This is an optimization exercise on Yosys and OpenROAD, whose aim is small area, not a production implementation.
At most, simulation tests tie the RTL to the original design; equivalence was not proved.
Power figures rest on the tool's default switching activity, not on a simulated workload.

Setup of main:
## ALU_ft
module ALU_ft (
    input              clk,
    input              rst,
    input      [31:0]  A,
    input      [31:0]  B,
    input      [2:0]   ALUControl,
    output reg [31:0]  Result,
    output reg         Zero,
    output reg         Carry,
    output reg         OverFlow,
    output             Negative,
    output reg         fault_detected_out
);
    wire [31:0] res;
    wire z, nz, cout, c31;
    ALU u_alu (
        .A(A),
        .B(B),
        .ALUControl(ALUControl),
        .res(res),
        .z(z),
        .nz(nz),
        .cout(cout),
        .c31(c31)
    );
    reg        q;
    reg        mism;
    reg [31:0] t2;
    wire f     = fault_detected_out;
    wire s3    = q & f;
    wire load  = q & (f | ~mism);
    wire nload = ~load;
    wire arith = ~ALUControl[2] & ~ALUControl[1];
    wire [31:0] r_d;
    genvar i;
    generate
        for (i = 0; i < 32; i = i + 1) begin : hold
            c_o22a u_h (.a1(res[i]), .a2(nload), .b1(Result[i]), .b2(load), .y(r_d[i]));
        end
    endgenerate
    wire [31:0] t2_d;
    wire ns3 = ~s3;
    generate
        for (i = 0; i < 32; i = i + 1) begin : t2hold
            c_o22a u_t (.a1(res[i]), .a2(s3), .b1(t2[i]), .b2(ns3), .y(t2_d[i]));
        end
    endgenerate
    wire zero_d, carry_d, ovf_d, mism_d, cmp_r;
    wire nmism = ~mism;
    c_o22a u_zd (.a1(z), .a2(nload), .b1(Zero), .b2(load), .y(zero_d));
    c_o22a u_cd (.a1(arith & cout), .a2(nload), .b1(Carry), .b2(load), .y(carry_d));
    c_o22a u_vd (.a1(arith & (cout ^ c31)), .a2(nload), .b1(OverFlow), .b2(load), .y(ovf_d));
    c_o22a u_mc (.a1(ne), .a2(mism), .b1(nz), .b2(nmism), .y(cmp_r));
  ...
==> module ALU_ft, before the edit <==
module ALU_ft (
    input              clk,
    input              rst,
    input      [31:0]  A,
    input      [31:0]  B,
    input      [2:0]   ALUControl,
    output reg [31:0]  Result,
    output reg         Zero,
    output reg         Carry,
    output reg         OverFlow,
    output             Negative,
    output reg         fault_detected_out
);
    wire [31:0] res;
    wire z, nz, cout, c31;
    ALU u_alu (
        .A(A),
        .B(B),
        .ALUControl(ALUControl),
        .res(res),
        .z(z),
        .nz(nz),
        .cout(cout),
        .c31(c31)
    );
    reg        q;
    reg        mism;
    reg [31:0] t2;
    wire f     = fault_detected_out;
    wire s3    = q & f;
    wire load  = q & (f | ~mism);
    wire nload = ~load;
    wire arith = ~ALUControl[2] & ~ALUControl[1];
    wire [31:0] r_d;
    genvar i;
    generate
        for (i = 0; i < 32; i = i + 1) begin : hold
            c_o22a u_h (.a1(res[i]), .a2(nload), .b1(Result[i]), .b2(load), .y(r_d[i]));
        end
    endgenerate
    wire [31:0] t2_d;
    wire ns3 = ~s3;
    generate
        for (i = 0; i < 32; i = i + 1) begin : t2hold
            c_o22a u_t (.a1(res[i]), .a2(s3), .b1(t2[i]), .b2(ns3), .y(t2_d[i]));
        end
    endgenerate
    wire zero_d, carry_d, ovf_d, mism_d, cmp_r;
    wire nmism = ~mism;
    c_o22a u_zd (.a1(z), .a2(nload), .b1(Zero), .b2(load), .y(zero_d));
    c_o22a u_cd (.a1(arith & cout), .a2(nload), .b1(Carry), .b2(load), .y(carry_d));
    c_o22a u_vd (.a1(arith & (cout ^ c31)), .a2(nload), .b1(OverFlow), .b2(load), .y(ovf_d));
    c_o22a u_mc (.a1(ne), .a2(mism), .b1(nz), .b2(nmism), .y(cmp_r));
    assign mism_d = ~q & cmp_r;
    wire [31:0] eq;
    wire [7:0]  e4n;
    wire [1:0]  e16;
    wire        ne;
    generate
        for (i = 0; i < 32; i = i + 1) begin : cmp
            c_xnor2 u_x (.a(res[i]), .b(t2[i]), .y(eq[i]));
        end
        for (i = 0; i < 8; i = i + 1) begin : cmp4
            c_nand4 u_n (.a(eq[4*i]), .b(eq[4*i+1]), .c(eq[4*i+2]), .d(eq[4*i+3]), .y(e4n[i]));
        end
        for (i = 0; i < 2; i = i + 1) begin : cmp16
            c_nor4 u_r (.a(e4n[4*i]), .b(e4n[4*i+1]), .c(e4n[4*i+2]), .d(e4n[4*i+3]), .y(e16[i]));
        end
    endgenerate
    c_nand2 u_ne (.a(e16[0]), .b(e16[1]), .y(ne));
    always @(posedge clk or negedge rst) begin
        if (!rst) begin
            q                  <= 1'b0;
            fault_detected_out <= 1'b0;
            Result             <= 32'b0;
            Zero               <= 1'b0;
            Carry              <= 1'b0;
            OverFlow           <= 1'b0;
        end
        else begin
            q                  <= ~q | (~f & mism);
            fault_detected_out <= q & (f | mism);
            Result             <= r_d;
            Zero               <= zero_d;
            Carry              <= carry_d;
            OverFlow           <= ovf_d;
        end
    end
    always @(posedge clk or negedge rst) begin
        if (!rst)
            mism <= 1'b1;
        else
            mism <= mism_d;
    end
    always @(posedge clk) begin
        t2 <= t2_d;
    end
    assign Negative = Result[31];
endmodule
clock: 6.0 ns
lec_check: 0
cap_margin: 10
core_margin: 2
core_utilization: 40
slew_margin: 10
synth_hierarchical: 1
standard.sh (not shown) runs the stock make flow with config.mk's settings and CLKGATE_MAP_FILE= SYNTH_SCRIPT=/design/flow/synth_recipe.tcl, a recipe that flattens the netlist after the stock synthesis.
==> flow/flow/run.sh <==
#!/bin/bash
# Own flow: the standard layout (standard.sh, unchanged synthesis) with
#  - the synthesized netlist's combinational cells set to drive strength 1
#    (flow/downsize.py) before floorplanning; the flow's repair steps size
#    them up again where needed;
#  - port buffers made sky130_fd_sc_hd__buf_1 (BUFFER_PORTS_ARGS);
#  - clock tree synthesis without dummy loads, with clkbuf_4 buffers
#    (CTS_ARGS; the rest as cts.tcl sets them).
# Every tool's full output stays in orfs/logs/ under this folder; make's
# output goes to synth.log and layout.log here, downsize.py's to downsize.log.
set -euo pipefail
export BUFFER_PORTS_ARGS="-buffer_cell sky130_fd_sc_hd__buf_1"
export CTS_ARGS="-sink_clustering_enable -repair_clock_nets -buf_list sky130_fd_sc_hd__clkbuf_4 -sink_clustering_size 30 -dont_use_dummy_load"
res=orfs/results/$FLOW_PLATFORM/ALU_ft/base
bash standard.sh synth > synth.log 2>&1
python3 flow/downsize.py $res/1_2_yosys.v $FLOW_HOME/platforms/$FLOW_PLATFORM/lib/sky130_fd_sc_hd__tt_025C_1v80.lib > downsize.log 2>&1
touch $res/1_2_yosys.v $res/1_2_yosys.sdc
rm -f $res/1_synth.odb $res/1_synth.sdc
bash standard.sh finish > layout.log 2>&1
test -f out/final.def
Other scripts of this flow, unchanged in this note and not shown: flow/flow/downsize.py
Changes in the feature branch relative to main:
diff --git a/flow/design.v b/flow/design.v
--- a/flow/design.v
+++ b/flow/design.v
@@ -767,5 +767,5 @@
     wire [31:0] eq;
     wire [7:0]  e4n;
-    wire [1:0]  e16;
+    wire [3:0]  e8;
     wire        ne;
     generate
@@ -776,9 +776,9 @@
             c_nand4 u_n (.a(eq[4*i]), .b(eq[4*i+1]), .c(eq[4*i+2]), .d(eq[4*i+3]), .y(e4n[i]));
         end
-        for (i = 0; i < 2; i = i + 1) begin : cmp16
-            c_nor4 u_r (.a(e4n[4*i]), .b(e4n[4*i+1]), .c(e4n[4*i+2]), .d(e4n[4*i+3]), .y(e16[i]));
+        for (i = 0; i < 4; i = i + 1) begin : cmp8
+            c_nor2 u_r (.a(e4n[2*i]), .b(e4n[2*i+1]), .y(e8[i]));
         end
     endgenerate
-    c_nand2 u_ne (.a(e16[0]), .b(e16[1]), .y(ne));
+    c_nand4 u_ne (.a(e8[0]), .b(e8[1]), .c(e8[2]), .d(e8[3]), .y(ne));
     always @(posedge clk or negedge rst) begin
         if (!rst) begin
Findings:
The feature branch: done, clean on timing, DRC and antenna. Per the comparison of the feature branch with main, final critical delay including setup and external delays went up by 0.12 ns; overall power now sits at about the same level; worst clock skew comparable; synthesized cell count comparable. main → the feature branch: non-clock buffer count -1, critical path arrival increased 0.15 ns.
No functional check of the RTL was part of main.

==> afterwards: timing with drivers on the ports <==
Ports are ideal in the flow. The routed layouts listed here were re-timed in OpenROAD. Step 1 (the two cells are an assumption about what drives the block):
set clk [get_ports {clk}]
set_driving_cell -lib_cell sky130_fd_sc_hd__clkbuf_16 $clk
set_driving_cell -lib_cell sky130_fd_sc_hd__buf_2 [delete_from_list [all_inputs] $clk]
Step 2 moves the port delays by t, midway between the first and last clock arrival at a register: inputs arrive t later, outputs are due t later. That takes back most of the time a late clock gives input paths. Three values: ideal, step 1, step 2; two values: the first two.
run | shift t [ns] | setup WS [ns] | worst hold slack (ns) | slew at the worst register clock pin (ns)
main | 0.417 | 0.516 / 0.513 / 0.096 | 0.486 / 0.486 / 0.486 | 0.10 / 0.10
the feature branch | 0.422 | 0.391 / 0.397 / -0.025 | 0.489 / 0.489 / 0.489 | 0.11 / 0.11
Met with ideal ports but missed after step 2: setup timing in the feature branch. For main, which loses most, drivers alone change the setup slack by -0.003 ns; drivers and shift together by -0.420 ns.
